From an optimization exercise on the open Yosys and OpenROAD flow, aimed at a short achievable clock period and few clock cycles; shortcuts taken in it are not production practice.
In this exercise RTL edits were held to simulation tests only and were not proved equivalent to the original.
Power figures rest on the tool's default switching activity, not on a simulated workload.

== run A ==
## mips
module mips(input         clk, reset,
            output [31:0] pc,
            input  [31:0] instr,
            output        memwrite,
            output [31:0] memaddr,
            output [31:0] memwritedata,
            input  [31:0] memreaddata);
==> flow/config.mk <==
export PLATFORM = sky130hd
export DESIGN_NAME = mips
export DESIGN_NICKNAME = mips
export VERILOG_FILES = /design/flow/design.v
export SDC_FILE = /design/flow/constraint.sdc
export NUM_CORES = 4
export LEC_CHECK = 0
export ABC_CLOCK_PERIOD_IN_PS = 2500
export CAP_MARGIN = 20
export CORE_MARGIN = 2
export CORE_UTILIZATION = 60
export SETUP_SLACK_MARGIN = 5
export SLEW_MARGIN = 20
==> flow/constraint.sdc <==
create_clock -name core_clock -period 9.0 [get_ports {clk}]
set_input_delay 1.8000 -clock core_clock [delete_from_list [all_inputs] [get_ports {clk}]]
set_output_delay 1.8000 -clock core_clock [all_outputs]
set_load 0.01 [all_outputs]
standard.sh (not shown) runs the stock make flow with config.mk's settings and CLKGATE_MAP_FILE= SYNTH_SCRIPT=/design/flow/synth_recipe.tcl, a recipe that flattens the netlist after the stock synthesis.
==> flow/flow/run.sh <==
#!/bin/bash
set -euo pipefail
bash standard.sh \
  SETUP_SLACK_MARGIN=6.5 \
  "BUFFER_PORTS_ARGS=-buffer_cell sky130_fd_sc_hd__buf_4" \
  MATCH_CELL_FOOTPRINT=0 \
  finish > make_finish.log 2>&1
Testbench counts of run A, summed over its fixed seeds: cycles 62,109.
Input changes introduced in run B (baseline for comparison: run A):
-- flow/design.v --
<<< run A, line 48
  reg         fa_e, fa_m, fa_w, fa_x, fb_e, fb_m, fb_w, fb_x;
  reg         d_bzr;
  reg         d_bz0r;        
  reg         e_we;          
  reg         e_ld;          
>>> run B, line 48
  reg         fa_e, fa_m, fa_w, fa_x, fb_e, fb_m, fb_w, fb_x;
  reg         d_bzr;
  reg         e_we;          
  reg         e_ld;          
<<< run A, line 140
  wire [31:0] nx_sd = sd_ld ? m_lddata : vb_old;    
  wire eq     = e_beq & (e_a == e_b);
  wire taken  = eq & ~e_off0 & ~(e_off1 & d_v & ~isJ & ~d_bz & ~zres);
  wire squash = eq & ~e_off0;
  wire stall  = d_v & e_ld & ~d_bz & (a_e | (b_e & use_rt));
  wire [31:0] zx   = e_a ^ e_b;
  wire [31:0] zo   = e_a | e_b;
  wire        zero = &({zx[31:1], zx[0]} ~^ {zo[30:0], e_cin});
  wire        zres = d_v & d_bz0r & a_e & e_sel_ar & ~e_ld;
  wire        ztake = zres & zero;
  wire idtake = d_v & d_bz;    
  wire        jsel    = if_j & ~idtake & ~stall;
  wire        pass    = ~taken & ~ztake;
  wire        s_z     = ~taken & ztake;
  wire        s_j     = pass & jsel;
  wire        s_b     = pass & idtake;
  wire        s_h     = pass & stall;
  wire        s_s     = pass & ~jsel & ~idtake & ~stall;
  wire [31:0] pc_nx   = ({32{taken}} & e_bt) | ({32{s_z | s_b}} & d_sbt) |
                        ({32{s_j}} & jt) | ({32{s_h}} & pc0) | ({32{s_s}} & pc4);
  wire [31:0] pcb_nx  = ({32{taken}} & e_bt) | ({32{s_z | s_b}} & d_sbt) |
                        ({32{s_j}} & jt) | ({32{s_h}} & pcb_r) | ({32{s_s}} & pc8);
  wire [4:0] irs  = instr[25:21];
  wire [4:0] irt  = instr[20:16];
  wire       dgo  = d_we & ~squash;
  wire       n_bs = (instr[31:26] == 6'b000100) &
                    (instr[15:6] == 10'd0) & (instr[5:0] != 6'd0);
  wire       n_bz = n_bs & (irs == irt);
  wire       n_bz0 = n_bs & (irt == 5'd0) & (irs != 5'd0);
  always @(posedge clk, posedge reset)
    if (reset) begin
>>> run B, line 139
  wire [31:0] nx_sd = sd_ld ? m_lddata : vb_old;    
  wire eq     = e_beq & (e_a == e_b);
  wire taken  = eq & ~e_off0 & ~(e_off1 & d_v & ~isJ & ~d_bz);
  wire squash = eq & ~e_off0;
  wire stall  = d_v & e_ld & ~d_bz & (a_e | (b_e & use_rt));
  wire idtake = d_v & d_bz;    
  wire        jsel    = if_j & ~idtake & ~stall;
  wire [31:0] pc_id   = jsel ? jt : idtake ? d_sbt : stall ? pc0   : pc4;
  wire [31:0] pcb_id  = jsel ? jt : idtake ? d_sbt : stall ? pcb_r : pc8;
  wire [4:0] irs  = instr[25:21];
  wire [4:0] irt  = instr[20:16];
  wire       dgo  = d_we & ~squash;
  wire       n_bz = (instr[31:26] == 6'b000100) & (irs == irt) &
                    (instr[15:6] == 10'd0) & (instr[5:0] != 6'd0);
  always @(posedge clk, posedge reset)
    if (reset) begin
<<< run A, line 177
      w_we <= 1'b0; w2_we <= 1'b0;
    end else begin
      pc_r  <= pc_nx;
      pcb_r <= pcb_nx;
      pcb_j <= taken | ztake | jsel | idtake | (stall & pcb_j);
      if (taken | ztake | idtake) d_v <= 1'b0;
      else if (!stall)    d_v <= 1'b1;
      if (squash | stall) begin
>>> run B, line 161
      w_we <= 1'b0; w2_we <= 1'b0;
    end else begin
      pc_r  <= taken ? e_bt : pc_id;
      pcb_r <= taken ? e_bt : pcb_id;
      pcb_j <= taken | jsel | idtake | (stall & pcb_j);
      if (taken | idtake) d_v <= 1'b0;
      else if (!stall)    d_v <= 1'b1;
      if (squash | stall) begin
<<< run A, line 188
        e_ld  <= d_v & d_ld;
        e_sw  <= d_v & isSW;
        e_beq <= d_v & isBEQ & ~d_bz & ~zres;
      end
      m_we <= e_we;
>>> run B, line 172
        e_ld  <= d_v & d_ld;
        e_sw  <= d_v & isSW;
        e_beq <= d_v & isBEQ & ~d_bz;
      end
      m_we <= e_we;
<<< run A, line 212
      fb_x <= w_we & (w_wr == irt);
      d_bzr <= n_bz;
      d_bz0r <= n_bz0;
    end
    if (!stall) begin
>>> run B, line 196
      fb_x <= w_we & (w_wr == irt);
      d_bzr <= n_bz;
    end
    if (!stall) begin
Results
Post-CTS resize count in run B is about 8% below run A. Run B vs run A: die area down. Taking run A as the reference, in run B post-CTS setup repair buffer count went up by 15; met2 capacity usage during global routing went down by 0.17 points; internal portion of total power went down by 0.00017 W. Between run A and run B, the per-cell via count in the routed design figures differ only marginally.
Testbench counts of run B, summed over its fixed seeds: cycles 62,865.

## re-timing with driven ports
Ports are ideal in the flow. The routed layouts listed here were re-timed in OpenROAD.
Step 1 sets driving cells, clkbuf_16 on the clock port and buf_2 on the other inputs (assumed; they add their load-dependent delay and slew).
Step 2 times the ports against the registers' clock, not the clock port: input delays grow and output delays shrink by t, the midpoint of the rising clock arrivals with the driver on.
Three values: ideal, step 1, step 2; two values: the first two.
run | shift t [ns] | setup slack, ns | clock arrival spread, ns | pins driven straight from the clock port
run A | 0.895 | 5.760 / 5.559 / 4.665 | 0.053 / 0.053 | 1
run B | 0.875 | 5.851 / 5.575 / 4.699 | 0.043 / 0.043 | 1
After both steps every run listed still meets setup and hold. For run B, which loses most, drivers alone change the setup slack by -0.276 ns; drivers and shift together by -1.152 ns.
